From an optimization exercise on the open Yosys and OpenROAD flow, aimed at small area; shortcuts taken in it are not production practice.
In this exercise RTL edits were held to simulation tests only and were not proved equivalent to the original.
Power figures rest on the tool's default switching activity, not on a simulated workload.

==> inputs of sierra <==
// stopwatch
module stopwatch(input CLOCK, input rst, input tick, input SW1, SW0, SW2, SW3, SW4, input [3:0] layer, input [31:0] x, y, output [15:0] oled_data);
Settings: LEC_CHECK=0, ABC_AREA=1, CAP_MARGIN=20, CORE_MARGIN=2, CORE_UTILIZATION=40, SLEW_MARGIN=20; clock period 10.0 ns.
standard.sh (not shown) runs the stock make flow with config.mk's settings and CLKGATE_MAP_FILE= SYNTH_SCRIPT=/design/flow/synth_recipe.tcl, a recipe that flattens the netlist after the stock synthesis.
==> flow/flow/run.sh <==
#!/bin/bash
# Own layout flow: the standard ORFS flow, with two changes:
#  1. synthesis uses an area-oriented ABC recipe (flow/abc_area.script) in place of ORFS's;
#     the rest of the synthesis script is ORFS's own, so registers keep their names and cells.
#  2. ports are buffered with sky130_fd_sc_hd__buf_1 instead of the buffer buffer_ports picks.
set -euo pipefail
W=$(pwd)
rm -rf "$W/scripts_mod"
cp -r "$FLOW_HOME/scripts" "$W/scripts_mod"
cp "$W/flow/abc_area.script" "$W/scripts_mod/abc_area.script"
SCRIPTS_DIR="$W/scripts_mod" bash standard.sh synth > "$W/flow_synth.log" 2>&1
BUFFER_PORTS_ARGS="-buffer_cell sky130_fd_sc_hd__buf_1" bash standard.sh > "$W/flow_layout.log" 2>&1
==> flow/flow/abc_area.script <==
strash
dch -f
map -a
topo
==> pepper (differences from sierra) <==
==> flow/run.sh (new file) <==
#!/bin/bash
# synth_recipe.tcl (not shown) runs the flow's synth.tcl, then flattens the netlist and writes it again
# the make line also repeats each setting of config.mk as NAME=value (left out here)
make -C /OpenROAD-flow-scripts/flow DESIGN_CONFIG=/design/flow/config.mk WORK_HOME=/design/flow/orfs CLKGATE_MAP_FILE= SYNTH_SCRIPT=/design/flow/synth_recipe.tcl finish
--- a/flow/config.mk
+++ b/flow/config.mk
@@ -6,5 +6,4 @@
 export NUM_CORES = 4
 export LEC_CHECK = 0
-export ABC_AREA = 1
 export CAP_MARGIN = 20
 export CORE_MARGIN = 2
removed: flow/flow/run.sh
removed: flow/flow/abc_area.script
removed: flow/standard.sh
==> comparison <==
- pepper passed the timing, design-rule and antenna checks. sierra finished clean.
- Against sierra, the synthesized cell count of pepper is lower by 3.0%.
- Against sierra, the maximum frequency of pepper is lower by about 6.4%.
- Of sierra and pepper, pepper has the higher clock power (gap about 2%, measured against pepper).
- In sierra the critical path depth is higher than in pepper, by 4.
- In flip-flop and latch count, pepper and sierra do not differ.
- In pepper the clock skew is higher than in sierra, by 0.0021 ns.

========
==> v17 <==
stopwatch, a different RTL version from the one above (not shown whole).
export LEC_CHECK = 0
export ABC_AREA = 1
export CAP_MARGIN = 20
export CORE_MARGIN = 2
export CORE_UTILIZATION = 40
export CTS_BUF_LIST = sky130_fd_sc_hd__clkbuf_4
export CTS_CLUSTER_SIZE = 20
export SLEW_MARGIN = 20
create_clock -name core_clock -period 10.0 [get_ports {CLOCK}]
==> flow/flow/run.sh <==
#!/bin/bash
# Own layout flow: the standard ORFS flow (the standard.sh), with three changes:
#  1. synthesis maps the logic with an area-oriented ABC recipe (flow/abc_area.script, used
#     through ABC_AREA=1 from a copy of ORFS's scripts folder); the rest of the synthesis
#     script is ORFS's own, so registers keep their names and cell types;
#  2. synthesis does not extract half/full adders (ADDER_MAP_FILE empty), so ABC maps all logic;
#  3. ports are buffered with sky130_fd_sc_hd__buf_1 instead of the cell buffer_ports picks.
# Each step's full output goes to its own log file in the work folder.
set -euo pipefail
W=$(pwd)
rm -rf "$W/scripts_mod"
cp -r "$FLOW_HOME/scripts" "$W/scripts_mod"
cp "$W/flow/abc_area.script" "$W/scripts_mod/abc_area.script"
SCRIPTS_DIR="$W/scripts_mod" ADDER_MAP_FILE= bash standard.sh synth > "$W/flow_synth.log" 2>&1
BUFFER_PORTS_ARGS="-buffer_cell sky130_fd_sc_hd__buf_1" bash standard.sh > "$W/flow_layout.log" 2>&1
==> flow/flow/abc_area.script <==
strash
dc2
balance
rewrite
refactor
balance
rewrite
rewrite -z
balance
refactor -z
rewrite -z
balance
dc2
balance -l
resub -K 6 -l
rewrite -l
resub -K 6 -N 2 -l
refactor -l
resub -K 8 -l
balance -l
resub -K 8 -N 2 -l
rewrite -l
resub -K 10 -l
rewrite -z -l
resub -K 10 -N 2 -l
balance -l
resub -K 12 -l
refactor -z -l
resub -K 12 -N 2 -l
rewrite -z -l
balance -l
balance
rewrite
refactor
balance
rewrite
rewrite -z
balance
refactor -z
rewrite -z
balance
balance -l
resub -K 6 -l
rewrite -l
resub -K 6 -N 2 -l
refactor -l
resub -K 8 -l
balance -l
resub -K 8 -N 2 -l
rewrite -l
resub -K 10 -l
rewrite -z -l
resub -K 10 -N 2 -l
balance -l
resub -K 12 -l
refactor -z -l
resub -K 12 -N 2 -l
rewrite -z -l
balance -l
&get -n
&dch -f
&nf -p -a -R 1000
&put
topo
==> v23 (differences from v17) <==
--- a/flow/flow/run.sh
+++ b/flow/flow/run.sh
@@ -14,2 +14,2 @@
 SCRIPTS_DIR="$W/scripts_mod" ADDER_MAP_FILE= bash standard.sh synth > "$W/flow_synth.log" 2>&1
-BUFFER_PORTS_ARGS="-buffer_cell sky130_fd_sc_hd__buf_1" bash standard.sh > "$W/flow_layout.log" 2>&1
+CTS_ARGS="-buf_list sky130_fd_sc_hd__clkbuf_8 -root_buf sky130_fd_sc_hd__clkbuf_8 -dont_use_dummy_load -sink_clustering_enable -sink_clustering_size 30 -sink_clustering_max_diameter 1000 -repair_clock_nets" BUFFER_PORTS_ARGS="-buffer_cell sky130_fd_sc_hd__buf_1" bash standard.sh > "$W/flow_layout.log" 2>&1
==> comparison table <==
| item | v23 | v17 |
|---|---|---|
| Fraction of layout cells with a size suffix above 1 | 1.15% | 1.53% |
| Fraction of area in multi-input gates | 63.1% | 63.5% |
| Layout Area Growth over Synthesis | 8.35% | 7.64% |
| Length of routed met3 wiring | 270 microns | 237 microns |
| Pint | 0.122 mW | 0.111 mW |
| IR drop worst, VDD | 0.0474 mV | 0.0396 mV |
| Run status | finished clean | finished clean |
| Pleak | 0.605 nW | 0.598 nW |
| Via count of the first global-routing pass | 1,423 | 1,426 |
| Root cell of the clock tree | sky130_fd_sc_hd__clkbuf_8 | sky130_fd_sc_hd__clkbuf_4 |
| Setup slack, reg-to-reg | 7.19 ns | 7.17 ns |
| Worst-path clk slew | 0.08 ns | 0.12 ns |
| Data required time at the worst endpoint | 10.14 ns | 10.20 ns |
| Final worst path period share | 50.0% | 49.6% |

afterwards: timing with drivers on the ports:
In the flow no input, the clock included, has a driving cell. The finished layouts below were timed again as built, in two steps.
Step 1 sets driving cells, clkbuf_16 on the clock port and buf_2 on the other inputs (assumed; they add their load-dependent delay and slew).
Step 2 times the ports against the registers' clock, not the clock port: input delays grow and output delays shrink by t, the midpoint of the rising clock arrivals with the driver on.
Slacks: ideal ports / drivers / drivers and shift; pairs: ideal ports / drivers.
run	t (ns)	slack for setup (ns)	worst setup path after step 2	worst data-port slew with drivers (ns)
sierra	0.274	3.974 / 3.974 / 3.701	input to register	0.03
pepper	0.274	3.560 / 3.560 / 3.286	input to register	0.04
v17	0.323	5.040 / 5.035 / 4.712	input to register	0.03
v23	0.280	5.004 / 4.999 / 4.719	input to register	0.03
After both steps every run listed still meets setup and hold. For v17, which loses most, drivers alone change the setup slack by -0.005 ns; drivers and shift together by -0.328 ns.
